Context: an optimization exercise on an open-source flow, tuned for small area, a short achievable clock period and few clock cycles. The choices shown serve that exercise and are no tape-out recipe. In this exercise RTL edits were held to simulation tests only and were not proved equivalent to the original. Power and IR drop assume default switching activity.

Design M1, start of the top module:
module M1 (
	input logic Clock,
	input logic resetn,
	input logic [15:0] SRAM_read_data,
	input logic start,
	output logic [17:0] SRAM_address,
	output logic done,
	output logic [15:0] SRAM_write_data,
	output logic SRAM_we_n
);
clock: 14.0 ns
lec_check: 0
cap_margin: 20
core_margin: 2
core_utilization: 45
place_density: 0.6
slew_margin: 20
standard.sh (not shown) runs the stock make flow with config.mk's settings and CLKGATE_MAP_FILE= SYNTH_SCRIPT=/design/flow/synth_recipe.tcl, a recipe that flattens the netlist after the stock synthesis.
==> flow/flow/run.sh <==
#!/bin/bash
export SETUP_SLACK_MARGIN=10.3
export CTS_CLUSTER_SIZE=25
export CTS_CLUSTER_DIAMETER=300
bash standard.sh > standard.log 2>&1
Testbench counts at the start, summed over its fixed seeds: cycles 779,580.
Change:
==> flow/flow/run.sh (replaced) <==
#!/bin/bash
export SETUP_SLACK_MARGIN=10.0
export CTS_CLUSTER_SIZE=20
export CTS_CLUSTER_DIAMETER=250
bash standard.sh > standard.log 2>&1
After rerunning: Critical path depth does not change. Power shrinks by 0.77%. Cell area shrinks by 1.2%. Via count is about the same. Cell count shrinks by 0.58%. First-iteration DRC count grows by 0.91%. Worst hold slack improved by 0.012 ns.

---

Starting RTL as in the previous note.
clock: 14.0 ns
lec_check: 0
cap_margin: 20
core_margin: 2
core_utilization: 45
cts_cluster_diameter: 300
cts_cluster_size: 25
place_density: 0.6
slew_margin: 20
run.sh (not shown) runs the stock make flow with config.mk's settings and CLKGATE_MAP_FILE= SYNTH_SCRIPT=/design/flow/synth_recipe.tcl, a recipe that flattens the netlist after the stock synthesis.
Stock flow here: none of the scripts above is used.
The first run passed the timing, DRC and antenna checks.
Testbench counts at the start, summed over its fixed seeds: cycles 779,580.
Next try:
==> flow/flow/run.sh (new file) <==
#!/bin/bash
export SETUP_SLACK_MARGIN=10.0
export CTS_CLUSTER_SIZE=25
export CTS_CLUSTER_DIAMETER=300
bash standard.sh > standard.log 2>&1
==> flow/standard.sh (new file) <==
#!/bin/bash
# synth_recipe.tcl (not shown) runs the flow's synth.tcl, then flattens the netlist and writes it again
# the make line also repeats each setting of config.mk as NAME=value (left out here)
make -C /OpenROAD-flow-scripts/flow DESIGN_CONFIG=/design/flow/config.mk WORK_HOME=/design/flow/orfs CLKGATE_MAP_FILE= SYNTH_SCRIPT=/design/flow/synth_recipe.tcl "${@:-finish}"
CTS_CLUSTER_DIAMETER = unset   (was 300)
CTS_CLUSTER_SIZE = unset   (was 25)
PLACE_DENSITY = 0.8   (was 0.6)
removed: flow/run.sh
Routed wire length rises by 4.0%; sequential power barely changes; critical path depth is unchanged; total power rises by 1.9%; final area rises by 4.0%; first-iteration DRC count rises by 8.3%; maximum frequency rises by 13%; synthesized area is unchanged; clock skew stays flat.
Next try:
--- a/flow/flow/run.sh
+++ b/flow/flow/run.sh
@@ -4,2 +4,3 @@
 export CTS_CLUSTER_DIAMETER=300
+export SYNTH_ARGS=-noabc
 bash standard.sh > standard.log 2>&1
PLACE_DENSITY = 0.6   (was 0.8)
=>
- hold slack hardly moves
- total power decreases by 61%
- via count went down by 1.8%
- sequential power drops by about 20%
Next try:
==> flow/flow/run.sh (replaced) <==
#!/bin/bash
export SETUP_SLACK_MARGIN=10.0
export CTS_CLUSTER_SIZE=25
export CTS_CLUSTER_DIAMETER=300
bash standard.sh > standard.log 2>&1
CAP_MARGIN = 10   (was 20)
SLEW_MARGIN = 10   (was 20)
Clock-buffer cell count does not change.
Global-route usage came out lower by 0.11 points.
Cell count came out higher by 2.5%.
Total power came out higher to 2.6 times its value.

---

Starting RTL as in the previous note.
## M1
module M1 (
	input logic Clock,
	input logic resetn,
	input logic [15:0] SRAM_read_data,
	input logic start,
	output logic [17:0] SRAM_address,
	output logic done,
	output logic [15:0] SRAM_write_data,
	output logic SRAM_we_n
);
==> flow/config.mk <==
export PLATFORM = sky130hd
export DESIGN_NAME = M1
export DESIGN_NICKNAME = M1
export VERILOG_FILES = /design/flow/design.v
export SDC_FILE = /design/flow/constraint.sdc
export NUM_CORES = 4
export LEC_CHECK = 0
export CAP_MARGIN = 0
export CORE_MARGIN = 2
export CORE_UTILIZATION = 45
export PLACE_DENSITY = 0.6
export SLEW_MARGIN = 0
==> flow/constraint.sdc <==
create_clock -name core_clock -period 14.0 [get_ports {Clock}]
set_input_delay 2.8000 -clock core_clock [delete_from_list [all_inputs] [get_ports {Clock}]]
set_output_delay 2.8000 -clock core_clock [all_outputs]
set_load 0.01 [all_outputs]
standard.sh (not shown) runs the stock make flow with config.mk's settings and CLKGATE_MAP_FILE= SYNTH_SCRIPT=/design/flow/synth_recipe.tcl, a recipe that flattens the netlist after the stock synthesis.
==> flow/flow/run.sh <==
#!/bin/bash
export SETUP_SLACK_MARGIN=10.0
export CTS_CLUSTER_SIZE=25
export CTS_CLUSTER_DIAMETER=300
bash standard.sh > standard.log 2>&1
Testbench counts at the start, summed over its fixed seeds: cycles 779,580.
==> next run, changes <==
CAP_MARGIN = 20   (was 0)
PLACE_DENSITY = 0.7   (was 0.6)
SLEW_MARGIN = 20   (was 0)
After rerunning: The changed run completed without violations; cell count stays flat; global-route usage went down by 0.27 points; cell area stays flat; die area stays the same; hold slack gains 0.0099 ns; power came out lower by 1.8%; sequential share of layout area barely changes.
==> next run, changes <==
==> flow/flow/run.sh (replaced) <==
#!/bin/bash
cat standard.sh > standard_sh.txt
export SETUP_SLACK_MARGIN=10.0
bash standard.sh > standard.log 2>&1
PLACE_DENSITY = 0.6   (was 0.7)
Result: Count of clock-buffer cells in the layout increases by 24; cell area rises by a few percent; routed wire length rises by a few percent; hold slack hardly moves; sequential power hardly moves; clock skew drops by 0.0073 ns; first-iteration DRC count rose slightly.

[what the ideal ports hide]
The flow's constraints put no driver on any port. The routed layouts listed below were extracted and timed again, unchanged, in two steps.
Step 1 (the two cells are an assumption about what drives the block):
set clk [get_ports {Clock}]
set_driving_cell -lib_cell sky130_fd_sc_hd__clkbuf_16 $clk
set_driving_cell -lib_cell sky130_fd_sc_hd__buf_2 [delete_from_list [all_inputs] $clk]
Step 2 adds t to the input delays and takes it off the output delays; t is the mean of the earliest and latest rising clock arrival at the registers after step 1. Input paths then give back, and output paths get back, about the clock's delay inside the block.
a / b / c = ideal / step 1 / step 2; a / b = the first two.
| run | shift t [ns] | setup slack, ns | worst hold slack (ns) | slew at the worst register clock pin (ns) |
|---|---|---|---|---|
| the first run of note 1 | 0.591 | 9.884 / 9.884 / 9.846 | 0.393 / 0.393 / 0.393 | 0.12 / 0.12 |
| the second run of note 1 | 0.601 | 9.900 / 9.900 / 9.548 | 0.406 / 0.406 / 0.406 | 0.10 / 0.10 |
| the first run of note 2 | 0.580 | 9.265 / 9.265 / 9.265 | 0.404 / 0.404 / 0.404 | 0.12 / 0.12 |
| the second run of note 2 | 0.589 | 9.797 / 9.797 / 9.585 | 0.407 / 0.407 / 0.407 | 0.11 / 0.11 |
| the third run of note 2 | 0.581 | 9.790 / 9.790 / 9.638 | 0.408 / 0.408 / 0.408 | 0.12 / 0.12 |
| the fourth run of note 2 | 0.585 | 9.893 / 9.893 / 9.534 | 0.405 / 0.405 / 0.405 | 0.12 / 0.12 |
| the first run of note 3 | 0.585 | 9.893 / 9.893 / 9.534 | 0.405 / 0.405 / 0.405 | 0.12 / 0.12 |
| the second run of note 3 | 0.569 | 9.956 / 9.956 / 9.615 | 0.415 / 0.415 / 0.415 | 0.12 / 0.12 |
| the third run of note 3 | 0.615 | 9.884 / 9.884 / 9.549 | 0.415 / 0.415 / 0.415 | 0.07 / 0.07 |
After both steps every run listed still meets setup and hold.
